Context: an optimization exercise on an open-source flow, tuned for small area, a short achievable clock period and few clock cycles per item. The choices shown serve that exercise and are no tape-out recipe. In this exercise RTL edits were held to simulation tests only and were not proved equivalent to the original. No activity file was given, so power comes from the tool's default toggle rates.

==> flow/design.v <==
`timescale 1ns / 1ps
module sbox(x0,x1,x2,x3,y0,y1,y2,y3);
	input x0,x1,x2,x3;
	output y0,y1,y2,y3;
	wire t2 = (x1 & x3) ^ x2;
	wire t3 = (x0 & t2) ^ x3;
	assign y0 = ~((x0 & t3) ^ x1);
	assign y1 = (y0 & t2) ^ x0;
	assign y2 = t2;
	assign y3 = t3;
endmodule
`timescale 1ns / 1ps
module m(input [0:15] b, output [0:15] c);
	assign c[0]  = b[0]^b[3]^b[7]^b[8]^b[12]^b[15];
	assign c[1]  = b[0]^b[1]^b[4]^b[9]^b[12]^b[13];
	assign c[2]  = b[1]^b[2]^b[5]^b[10]^b[13]^b[14];
	assign c[3]  = b[2]^b[6]^b[7]^b[11]^b[14];
	assign c[4]  = b[0]^b[1]^b[5]^b[11]^b[15];
	assign c[5]  = b[1]^b[2]^b[6]^b[8]^b[12];
	assign c[6]  = b[0]^b[2]^b[3]^b[4]^b[7]^b[9]^b[13];
	assign c[7]  = b[0]^b[3]^b[4]^b[10]^b[11]^b[14]^b[15];
	assign c[8]  = b[1]^b[4]^b[5]^b[8]^b[11]^b[15];
	assign c[9]  = b[2]^b[5]^b[6]^b[8]^b[9]^b[12];
	assign c[10] = b[0]^b[3]^b[4]^b[6]^b[7]^b[9]^b[10]^b[13];
	assign c[11] = b[0]^b[4]^b[7]^b[10]^b[14]^b[15];
	assign c[12] = b[3]^b[7]^b[8]^b[11]^b[12];
	assign c[13] = b[0]^b[4]^b[8]^b[9]^b[13];
	assign c[14] = b[1]^b[5]^b[9]^b[10]^b[14];
	assign c[15] = b[2]^b[3]^b[6]^b[7]^b[10]^b[15];
endmodule
`timescale 1ns / 1ps
module future_enc(
	input clk,
	input rst,
	input start,
	input [0:63] pt,
	input [0:63] key0,
	input [0:63] key1,
	input [0:63] rc,
	output [0:63] ct,
	output busy,
	output done
	);
	reg busy_r, done_r;
	reg [3:0] cnt;
	reg ksel, rcon;    
	reg [0:63] Y, K0, K1, R;
	wire load = start & ~busy_r;
	wire last = (cnt == 4'd9);
	function [0:63] srow(input [0:63] x);
		srow = {x[0:3],   x[52:55], x[40:43], x[28:31],
		        x[16:19], x[4:7],   x[56:59], x[44:47],
		        x[32:35], x[20:23], x[8:11],  x[60:63],
		        x[48:51], x[36:39], x[24:27], x[12:15]};
	endfunction
	wire [0:63] k0r = {K0[0:15], K0[21:63], K0[0:4]};
	wire [0:63] kn = ksel ? k0r : K1;
	wire [0:63] rkn = kn ^ (R & {64{rcon}});
	wire [0:63] mx, sin, sy;
	genvar i;
	generate
		for (i = 0; i < 4; i = i + 1) begin : g_m
			m mc(.b(Y[16*i +: 16]), .c(mx[16*i +: 16]));
		end
	endgenerate
	assign sin = busy_r ? (srow(mx) ^ rkn) : (pt ^ key0);
	generate
		for (i = 0; i < 16; i = i + 1) begin : g_sb
			sbox sb(.x0(sin[4*i]),.x1(sin[4*i+1]),.x2(sin[4*i+2]),.x3(sin[4*i+3]),
				.y0(sy[4*i]),.y1(sy[4*i+1]),.y2(sy[4*i+2]),.y3(sy[4*i+3]));
		end
	endgenerate
	assign ct = srow(Y);
	always @(posedge clk) begin
		if (rst) begin
			busy_r <= 1'b0;
			done_r <= 1'b0;
		end else if (load) begin
			busy_r <= 1'b1;
			done_r <= 1'b0;
		end else if (busy_r & last) begin
			busy_r <= 1'b0;
			done_r <= 1'b1;
		end
	end
	always @(posedge clk) begin
		if (busy_r | start) Y <= sy;
		if (busy_r) begin
			cnt <= cnt + 4'd1;
			ksel <= ~ksel;
			rcon <= (cnt != 4'd3) & (cnt != 4'd8);
			if (ksel) K0 <= {K0[5:63], K0[0:4]};
		end else begin
			cnt <= 4'd0;
			ksel <= 1'b0;
			rcon <= 1'b1;
			if (start) K0 <= key0;
			K1 <= key1;
			R <= rc;
		end
	end
	assign busy = busy_r;
	assign done = done_r;
endmodule
Settings: LEC_CHECK=0, CAP_MARGIN=20, CORE_MARGIN=2, CORE_UTILIZATION=75, CTS_CLUSTER_DIAMETER=150, CTS_CLUSTER_SIZE=24, SETUP_SLACK_MARGIN=1.3, SLEW_MARGIN=20; clock period 4.0 ns.
standard.sh (not shown) runs the stock make flow with config.mk's settings and CLKGATE_MAP_FILE= SYNTH_SCRIPT=/design/flow/synth_recipe.tcl, a recipe that flattens the netlist after the stock synthesis.
==> flow/flow/run.sh <==
#!/bin/bash
# Standard ORFS layout (the standard.sh, standard synthesis unchanged), with the
# port buffers that buffer_ports inserts made the smallest buffer instead of
# the default choice.
set -euo pipefail
bash standard.sh BUFFER_PORTS_ARGS="-buffer_cell sky130_fd_sc_hd__buf_1" finish > standard.log 2>&1
The first run completed without violations.
Testbench counts at the start, summed over its fixed seeds: cycles 1,408, items 128.
Change:
- CORE_UTILIZATION: 75 -> 40
- CTS_CLUSTER_DIAMETER: 150 -> default
- CTS_CLUSTER_SIZE: 24 -> default
- SETUP_SLACK_MARGIN: 1.3 -> 1.0
Outcome: Sequential power hardly moves; cell area went up by 1.7%; global-route usage fell by 15 points; wire length rises by 7.1%.
Change:
- CORE_UTILIZATION: 40 -> 60
- SETUP_SLACK_MARGIN: 1.0 -> 1.3
Result:
- total power increases by 1.6%
- design area rises by 0.91%
- via count increases by 0.82%
Change:
- CORE_UTILIZATION: 60 -> 75
- CTS_CLUSTER_DIAMETER: default -> 150
- CTS_CLUSTER_SIZE: default -> 24
- SETUP_SLACK_MARGIN: 1.3 -> 1.45
=>
- The new run ran to the end with no violations
- utilization grows by 21 points
- power grows by 13%
- via count grows by 24%
- final cell count barely changes
- wire length grows by 34%
- register-to-register slack degrades by 90 ps
- hold slack improves by 27 ps
- sequential share of layout area shrinks by 1.2 points
- global-route usage grows by 10 points
- cell area grows by 2.8%
Change:
- CORE_UTILIZATION: 75 -> 60
- CTS_CLUSTER_DIAMETER: 150 -> 200
- CTS_CLUSTER_SIZE: 24 -> 20
- SETUP_SLACK_MARGIN: 1.45 -> 1.3
- hold slack is better by 19 ps
- cell count came out lower slightly
- power shrinks by about a fifth
- critical path depth is unchanged
- worst setup slack gains 100 ps
- fmax is higher by a few percent
- sequential cell count stays the same
- global-route usage drops by 11 points
- area after synthesis stays the same
- via count came out lower by about a fifth
- count of clock-buffer cells in the layout climbs by 3
Change:
- CAP_MARGIN: 20 -> 5
- CTS_CLUSTER_DIAMETER: 200 -> default
- CTS_CLUSTER_SIZE: 20 -> default
- SLEW_MARGIN: 20 -> 5
- non-clock buffer count shrinks by 9
- clock-buffer cell count grows by 8
- clock skew stays flat
- wire length grows slightly
- worst setup slack degrades by 11 ps
- register-to-register slack barely changes
- design area grows by a few percent
- power grows by a few percent
- synthesized cell count does not change

---

// future_enc: RTL as listed in full above, without the edits since
==> flow/config.mk <==
export PLATFORM = sky130hd
export DESIGN_NAME = future_enc
export DESIGN_NICKNAME = future_enc
export VERILOG_FILES = /design/flow/design.v
export SDC_FILE = /design/flow/constraint.sdc
export NUM_CORES = 4
export LEC_CHECK = 0
export CAP_MARGIN = 20
export CORE_MARGIN = 2
export CORE_UTILIZATION = 60
export CTS_CLUSTER_DIAMETER = 200
export CTS_CLUSTER_SIZE = 30
export SETUP_SLACK_MARGIN = 1.3
export SLEW_MARGIN = 20
==> flow/constraint.sdc <==
create_clock -name core_clock -period 4.0 [get_ports {clk}]
set_input_delay 0.8000 -clock core_clock [delete_from_list [all_inputs] [get_ports {clk}]]
set_output_delay 0.8000 -clock core_clock [all_outputs]
set_load 0.01 [all_outputs]
Scripts as last shown in full above: flow/flow/run.sh
The first run finished clean.
Testbench counts at the start, summed over its fixed seeds: cycles 1,408, items 128.
==> next run, changes <==
Settings changed: CORE_UTILIZATION 60 to 40, CTS_CLUSTER_DIAMETER 200 to not set, CTS_CLUSTER_SIZE 30 to not set, SETUP_SLACK_MARGIN 1.3 to 0.5.
Outcome: The changed run passed the timing, design-rule and antenna checks. Wire length came out higher by 13%. Critical path depth is unchanged. Power came out higher by 5.3%.
==> next run, changes <==
Settings changed: CORE_UTILIZATION 40 to 60, CTS_BUF_LIST set to sky130_fd_sc_hd__clkbuf_8, SETUP_SLACK_MARGIN 0.5 to 1.4, TNS_END_PERCENT set to 5.
=> The new run ran to the end with no violations; total power rises by 2.6%; routed wire length went down by 7.7%; setup slack is better by 0.52 ns; flip-flop and latch count does not change; fmax went up by 20%; synthesized area stays the same.
==> next run, changes <==
Settings changed: CTS_BUF_LIST sky130_fd_sc_hd__clkbuf_8 to not set, CTS_CLUSTER_DIAMETER set to 150, CTS_CLUSTER_SIZE set to 24, SETUP_SLACK_MARGIN 1.4 to 1.3, TNS_END_PERCENT 5 to not set.
Result:
- non-clock buffer count goes down by 29
- worst hold slack is better by 0.054 ns
- register-to-register slack is worse by 0.03 ns
- clock power goes down by 33%

---

Setup of the previous run:
Starts from the design.v that is shown in full above.
Settings: LEC_CHECK=0, CAP_MARGIN=20, CORE_MARGIN=2, CORE_UTILIZATION=60, SETUP_SLACK_MARGIN=1.6, SLEW_MARGIN=20; clock period 4.0 ns.
Scripts as last shown in full above: flow/flow/run.sh
Testbench counts of the previous run, summed over its fixed seeds: cycles 1,408, items 128.
Input-level comparison between the current run and the previous run:
- CTS_BUF_LIST newly set to sky130_fd_sc_hd__clkbuf_8
- SETUP_SLACK_MARGIN changed from 1.6 to 1.3
Results
The current run against the previous run: final cell utilization of the core went down, fraction of the cycle the final worst path needs increased 3.8 points. Sequential share of layout area (lower): the previous run. Diff the previous run -> the current run | post-layout minimum cycle time | increase of 150 ps. Between the previous run and the current run, final cell area excluding filler cells decreased. For the previous run, the beginning of the critical path was Y[39]$_DFFE_PP_, unlike the current run, where it was Y[9]$_DFFE_PP_. Of the current run and the previous run, it is the current run that has the lower number of optimization iterations in the first detailed-route pass. Compared with the previous run, in the current run final total power went down by about 15%, number of rows in the core area was more or less identical, number of buffers other than clock buffers in the final layout went down by 143. Measured against the current run, the area of the multi-input gates of the previous run comes out at 1.11 times the reference value.

## re-timing with driven ports
How much do the figures lean on ideal ports? The routed layouts below were timed once more, with nothing changed but the port constraints.
Step 1 sets driving cells, clkbuf_16 on the clock port and buf_2 on the other inputs (assumed; they add their load-dependent delay and slew).
Step 2, shift: input delay + t, output delay - t, t = (earliest + latest rising clock arrival at the registers) / 2. This alone moves slack from input paths to output paths.
Slacks: ideal / step 1 / step 2; pairs: ideal / step 1.
run	t, ns	setup WS [ns]	worst data-port slew with drivers (ns)
the first run of note 1	0.551	1.248 / 1.248 / 1.248	0.06
the second run of note 1	0.623	1.113 / 1.113 / 1.113	0.08
the third run of note 1	0.597	1.279 / 1.279 / 1.142	0.05
the fourth run of note 1	0.557	1.188 / 1.188 / 1.188	0.07
the fifth run of note 1	0.548	1.290 / 1.290 / 1.176	0.04
the sixth run of note 1	0.597	1.279 / 1.279 / 1.142	0.05
the first run of note 2	0.546	1.337 / 1.337 / 1.143	0.04
the second run of note 2	0.587	0.827 / 0.827 / 0.827	0.05
the third run of note 2	0.597	1.349 / 1.349 / 1.174	0.05
the fourth run of note 2	0.540	1.320 / 1.320 / 1.135	0.04
the previous run	0.605	1.441 / 1.441 / 1.441	0.09
the current run	0.609	1.289 / 1.289 / 1.145	0.04
After both steps every run listed still meets setup and hold. The setup slack of the first run of note 2, which loses most, moves by 0.000 ns with the drivers and by -0.194 ns with both steps.
